This is an optimization exercise on Yosys and OpenROAD, whose aim is small area and a short achievable clock period, not a production implementation. Function was checked by simulation only, so behaviour that the tests miss may differ from the original. Power is estimated from default activity; no workload was simulated.

run A:
## FPGA
module FPGA (
	input clk,
	input rst,
	input start,
	output wire TX,
	output reg found_smth,
	output wire startedmod,
	output wire [29:0] found_mods
);
clock: 8.0 ns
lec_check: 0
cap_margin: 20
core_margin: 2
core_utilization: 55
cts_buf_list: sky130_fd_sc_hd__clkbuf_16
cts_cluster_diameter: 120
cts_cluster_size: 28
place_density: 0.66
setup_slack_margin: 5
slew_margin: 20
standard.sh (not shown) runs the stock make flow with config.mk's settings and CLKGATE_MAP_FILE= SYNTH_SCRIPT=/design/flow/synth_recipe.tcl, a recipe that flattens the netlist after the stock synthesis.
==> flow/flow/run.sh <==
#!/bin/bash
set -e
R=orfs/results/sky130hd/FPGA/base
bash standard.sh SETUP_SLACK_MARGIN=5.25 place > standard_place.log 2>&1
IN_ODB=$R/3_place.odb OUT_ODB=$R/3_place_moved.odb openroad -no_init -exit flow/move_out.tcl > move_out.log 2>&1
cp $R/3_place_moved.odb $R/3_place.odb
bash standard.sh SETUP_SLACK_MARGIN=5.25 finish > standard.log 2>&1
==> flow/flow/move_out.tcl <==
# Move each output port's driving flip-flop next to the port's output buffer,
# then legalize. Inputs: IN_ODB, OUT_ODB env vars.
read_db $::env(IN_ODB)
set block [ord::get_db_block]
set moved 0
foreach bt [$block getBTerms] {
  if {[$bt getIoType] ne "OUTPUT"} continue
  set net [$bt getNet]
  set buf ""
  foreach it [$net getITerms] { if {[$it isOutputSignal]} { set buf [$it getInst] } }
  if {$buf eq ""} continue
  set ff ""
  foreach it [$buf getITerms] {
    if {[$it isInputSignal]} {
      set n2 [$it getNet]
      if {$n2 eq "NULL"} continue
      foreach it2 [$n2 getITerms] {
        if {[$it2 isOutputSignal] && [string match "*df*" [[[$it2 getInst] getMaster] getName]]} { set ff [$it2 getInst] }
      }
    }
  }
  if {$ff eq ""} { puts "no flop for [$bt getName]"; continue }
  # the port's pin position, pulled inside the core area
  set pb [$bt getBBox]
  set px [expr {([$pb xMin] + [$pb xMax]) / 2}]
  set py [expr {([$pb yMin] + [$pb yMax]) / 2}]
  set core [$block getCoreArea]
  set m 3000
  set px [expr {max([$core xMin] + $m, min([$core xMax] - 3*$m, $px))}]
  set py [expr {max([$core yMin] + $m, min([$core yMax] - 3*$m, $py))}]
  set bb [$buf getBBox]
  set fb [$ff getBBox]
  set d [expr {abs($px-[$fb xMin]) + abs($py-[$fb yMin])}]
  puts "MOVE [$bt getName] [$ff getName] dist_um [expr {$d/1000.0}]"
  $buf setLocation $px $py
  # flop just inside of the buffer, towards the core centre
  set cx [expr {([$core xMin] + [$core xMax]) / 2}]
  set cy [expr {([$core yMin] + [$core yMax]) / 2}]
  set dx [expr {$cx > $px ? 6000 : -6000}]
  set dy [expr {$cy > $py ? 3000 : -3000}]
  if {abs($cx - $px) > abs($cy - $py)} { set dy 0 } else { set dx 0 }
  $ff setLocation [expr {$px + $dx}] [expr {$py + $dy}]
  incr moved
}
puts "moved $moved"
detailed_placement
check_placement -verbose
write_db $::env(OUT_ODB)
Run A was carried through to the last stage, and its layout satisfied the timing, DRC and antenna checks.
For run B, these inputs were changed with respect to run A:
- setting ABC_AREA to 1 for the first time
==> flow/flow/run.sh <==
#!/bin/bash
set -e
bash standard.sh SETUP_SLACK_MARGIN=5.25 finish > standard.log 2>&1
removed: flow/flow/move_out.tcl
Results
- Going from run A to run B, non-clock buffer count in the final layout grows by 5.2%.
- Power, run B and run A: higher on run A
- Run B — met1 layer usage reported by global route 4.1 points higher, run A as reference
- Run B gives more ratio of final minimum period to clock period than run A did.

---

Setup of v46:
FPGA, a different RTL version from the one above (not shown whole).
For scale: about 9,500 cells after synthesis, about 2,700 flip-flops, roughly 110,000 µm² of cells after synthesis.
Settings: LEC_CHECK=0, CAP_MARGIN=20, CORE_MARGIN=2, CORE_UTILIZATION=40, SETUP_SLACK_MARGIN=5, SLEW_MARGIN=20; clock period 8.0 ns.
run.sh (not shown) runs the stock make flow with config.mk's settings and CLKGATE_MAP_FILE= SYNTH_SCRIPT=/design/flow/synth_recipe.tcl, a recipe that flattens the netlist after the stock synthesis.
Stock flow here: none of the scripts above is used.
Input changes introduced in v50 (baseline for comparison: v46):
Settings: CTS_CLUSTER_SIZE: unset -> 24; CTS_CLUSTER_DIAMETER: unset -> 100.
Results
Post-route worst setup slack, v50 and v46, lower one = v46.
In the tables for v50 and v46, share of power burned in combinational logic reads higher with v50.
On number of ordinary and repair buffers in the finished layout, the lower figure sits with v46, not v50.
Sequential share of layout area ends up lower on v46.
Any difference in biggest cell delay along the critical path between v46 and v50 is small enough to ignore.
Taking v46 as the reference, in v50 clock power share saw a decrease; buffer share of cell area saw little to no change.
Sort v50 and v46 by all-layer global routing usage desc -> top: v46
Power after layout of v50 falls short of that of v46 by more than 10%.
Relative area change from synthesis to final layout: higher on v46
## Diff of input files: v39 against v50
Settings: CORE_UTILIZATION changed from 40 to 60; CTS_CLUSTER_SIZE changed from 24 to 26; PLACE_DENSITY newly set to 0.72; CTS_CLUSTER_DIAMETER changed from 100 to 110.
Findings:
Diff v50 -> v39 | internal cell power | down by a few percent. Relative to v50, the global-route usage of v39 is higher by 8.1 points. v39 against v50: worst reg-to-reg path cell count now larger, die outline area decreased about 33%, via count went up 597, wire length of the first global-routing pass shrank by 14,000 µm.

---

v59:
Another version of the RTL of FPGA (not shown whole).
Size in the first run: roughly 36 I/O pins.
==> flow/design.v (excerpt) <==
module FPGA (
	input clk,
	input rst,
	input start,
	output wire TX,
	output reg found_smth,
	output wire startedmod,
	output wire [29:0] found_mods
);
reg start_S;
reg started;
reg started_o;     
reg [5:0] gcnt;      
wire boot = (gcnt != 6'd33);
wire bootend = (gcnt == 6'd32);
reg [10:0] sl;       
wire [30*4-1:0] taps;
wire [29:0] found;
wire [29:0] found_o;
wire ext_on, rotp;
wire [4:0] which;
wire [3:0] hi_dec = 4'b0001 << which[4:3];
wire [7:0] lo_dec = 8'b00000001 << which[2:0];
wire [3:0] xa = hi_dec & {4{ext_on}};
wire [3:0] ra = hi_dec & {4{rotp}};
wire enan = started | start_S;
assign startedmod = started_o;
assign found_mods = found_o;
Interface interfejs (
	.clk    (clk),
	.rst    (rst),
	.taps   (taps),
	.found  (found),
	.ext_on (ext_on),
	.rotp   (rotp),
	.which  (which),
	.TX     (TX)
);
genvar g;
generate
for (g = 0; g < 30; g = g + 1) begin: Trololo
	SearchModule #(.SEED(1351 + g)) szukacz (
		.clk     (clk),
		.rst     (rst),
		.enan    (enan),
		.ext     (xa[g / 8] & lo_dec[g % 8]),
		.rot     (ra[g / 8] & lo_dec[g % 8]),
		.boot    (boot),
		.bootend (bootend),
		.sl      (sl),
		.found   (found[g]),
		.found_o (found_o[g]),
		.tap     (taps[g*4 +: 4])
	);
end
endgenerate
always @(posedge clk) begin
	if (rst) begin
		found_smth <= 1'b0;
		start_S <= 1'b0;
		started <= 1'b0;
		started_o <= 1'b0;
		gcnt <= 6'd0;
		sl <= 11'd0;
	end else begin
		if (boot) gcnt <= gcnt + 6'd1;
		sl <= {sl[9:0], gcnt == 6'd0};
		if (!start) start_S <= 1'b1;
  ...
clock: 8.0 ns
lec_check: 0
cap_margin: 20
core_margin: 2
core_utilization: 55
cts_buf_list: sky130_fd_sc_hd__clkbuf_16
cts_cluster_diameter: 100
cts_cluster_size: 24
place_density: 0.66
setup_slack_margin: 5
slew_margin: 20
[inputs] v9 vs v59
Settings: GPL_ROUTABILITY_DRIVEN now 0, previously not set; CTS_CLUSTER_SIZE now 28, was 24; CTS_CLUSTER_DIAMETER now 120, was 100.
==> flow/flow/run.sh (new file) <==
#!/bin/bash
set -e
bash standard.sh SETUP_SLACK_MARGIN=5.25 finish > standard.log 2>&1
==> flow/standard.sh (new file) <==
#!/bin/bash
# synth_recipe.tcl (not shown) runs the flow's synth.tcl, then flattens the netlist and writes it again
# the make line also repeats each setting of config.mk as NAME=value (left out here)
make -C /OpenROAD-flow-scripts/flow DESIGN_CONFIG=/design/flow/config.mk WORK_HOME=/design/flow/orfs CLKGATE_MAP_FILE= SYNTH_SCRIPT=/design/flow/synth_recipe.tcl "${@:-finish}"
removed: flow/run.sh
--- outcome ---
The lower sequential power share of v59 and v9 is in v59.
Compared with v59, in v9 register-to-register slack rose by 0.17 ns; fraction of area in registers stayed essentially flat; final cell count stayed essentially flat.
v9 vs. v59: final critical-path setup slack grew by 0.033 ns; total power shrank by 3.0%; global-route met3 utilization shrank by 0.52 points.
Here is what was changed in the inputs of v37 compared with v9.
Settings: GPL_ROUTABILITY_DRIVEN removed (was 0).
## What came out
Re clock skew: no difference whatsoever between v37 and v9.
Summary of v37 over v9: number of non-filler instances in the completed layout level; total power level.

---

## before
FPGA, a different RTL version from the one above (not shown whole).
Size in the first run: ~8500 cells after synthesis, about 36 I/O pins, roughly 100000 um^2 of cells after synthesis.
Design FPGA, start of the top module:
module FPGA (
	input clk,
	input rst,
	input start,
	output wire TX,
	output reg found_smth,
	output wire startedmod,
	output wire [29:0] found_mods
);
reg start_S;
reg started;
reg started_o;     
reg [5:0] gcnt;      
wire boot = (gcnt != 6'd33);
wire bootend = (gcnt == 6'd32);
wire [10:0] sl;
genvar j;
generate
for (j = 0; j < 11; j = j + 1) begin: SL
	assign sl[j] = (gcnt == j + 1);
end
endgenerate
wire [30*4-1:0] taps;
wire [29:0] found;
wire ext_on, rotp;
wire [4:0] which;
wire enan = started | start_S;
assign startedmod = started_o;
assign found_mods = found;
Interface interfejs (
	.clk    (clk),
	.rst    (rst),
	.taps   (taps),
	.found  (found),
	.ext_on (ext_on),
	.rotp   (rotp),
	.which  (which),
	.TX     (TX)
);
genvar g;
generate
for (g = 0; g < 30; g = g + 1) begin: Trololo
	SearchModule #(.SEED(1351 + g)) szukacz (
		.clk     (clk),
		.rst     (rst),
		.enan    (enan),
		.ext     (ext_on & (which == g)),
		.rot     (rotp & (which == g)),
		.boot    (boot),
		.bootend (bootend),
		.sl      (sl),
		.found   (found[g]),
		.tap     (taps[g*4 +: 4])
	);
end
endgenerate
always @(posedge clk) begin
	if (rst) begin
		found_smth <= 1'b0;
		start_S <= 1'b0;
		started <= 1'b0;
		started_o <= 1'b0;
		gcnt <= 6'd0;
	end else begin
		if (boot) gcnt <= gcnt + 6'd1;
		if (!start) start_S <= 1'b1;
		if (start_S) started <= 1'b1;
		if (start_S) started_o <= 1'b1;
		found_smth <= (found != 30'd0);
	end
end
endmodule
make LEC_CHECK=0 CAP_MARGIN=20 CORE_MARGIN=2 CORE_UTILIZATION=40 CTS_CLUSTER_DIAMETER=90 CTS_CLUSTER_SIZE=30 SETUP_SLACK_MARGIN=5 SLEW_MARGIN=20 finish   # period 8.0 ns
Stock flow here: none of the scripts above is used.
before ran to completion and came out clean on the timing, DRC and antenna checks.
Changes in after relative to before:
- CTS_CLUSTER_DIAMETER changed from 90 to 120
- CTS_CLUSTER_SIZE changed from 30 to 28
- CTS_BUF_LIST newly set to sky130_fd_sc_hd__clkbuf_16
### Flow results
- [after] worst setup slack rose 16 ps relative to before
- Taking before as the reference, in after share of cell area taken by flip-flops and latches up 0.44 points; final design area excluding fillers down 0.82%; clock skew up 16 ps.
- Hold slack in after is 30 ps below before.
- | leakage power figure | after vs before | 0.40% lower |
- Portion of the layout cell area used by clock cells (lower): after
- after against before: ratio of final minimum period to clock period lost 0.20 points; flop-to-flop setup slack has increased; final critical path time including I/O delays and setup went down by 16 ps.

## port drivers added, routing unchanged
The results above use ideal ports. As a check the final layouts listed here were re-extracted and re-timed, cells and wires unchanged.
Step 1 assumes that a clkbuf_16 drives the clock port and a buf_2 every other input.
Step 2 moves the port delays by t, midway between the first and last clock arrival at a register: inputs arrive t later, outputs are due t later. That takes back most of the time a late clock gives input paths.
Three values: no drivers, after step 1, after step 2; two values: the first two.
| run | shift t [ns] | setup slack, ns | hold slack, ns | slew at the worst register clock pin (ns) |
|---|---|---|---|---|
| run A | 0.846 | 5.119 / 5.036 / 4.592 | 0.322 / 0.322 / 0.322 | 0.11 / 0.11 |
| run B | 0.889 | 5.011 / 4.921 / 4.421 | 0.300 / 0.300 / 0.300 | 0.12 / 0.12 |
| v46 | 0.921 | 4.965 / 4.870 / 4.581 | 0.283 / 0.283 / 0.283 | 0.07 / 0.07 |
| v50 | 0.929 | 4.975 / 4.878 / 4.577 | 0.310 / 0.310 / 0.310 | 0.11 / 0.11 |
| v39 | 0.895 | 4.980 / 4.900 / 4.286 | 0.306 / 0.306 / 0.306 | 0.11 / 0.11 |
| v59 | 0.896 | 5.030 / 4.945 / 4.252 | 0.314 / 0.314 / 0.314 | 0.10 / 0.10 |
| v9 | 0.867 | 5.063 / 4.980 / 4.547 | 0.317 / 0.317 / 0.317 | 0.12 / 0.12 |
| v37 | 0.867 | 5.063 / 4.980 / 4.547 | 0.317 / 0.317 / 0.317 | 0.12 / 0.12 |
| before | 0.906 | 4.958 / 4.871 / 4.261 | 0.300 / 0.300 / 0.300 | 0.12 / 0.12 |
| after | 0.885 | 4.974 / 4.886 / 4.307 | 0.270 / 0.270 / 0.270 | 0.12 / 0.12 |
After both steps setup and hold are still met in every run listed. For v59, which loses most, drivers alone change the setup slack by -0.085 ns; drivers and shift together by -0.778 ns.
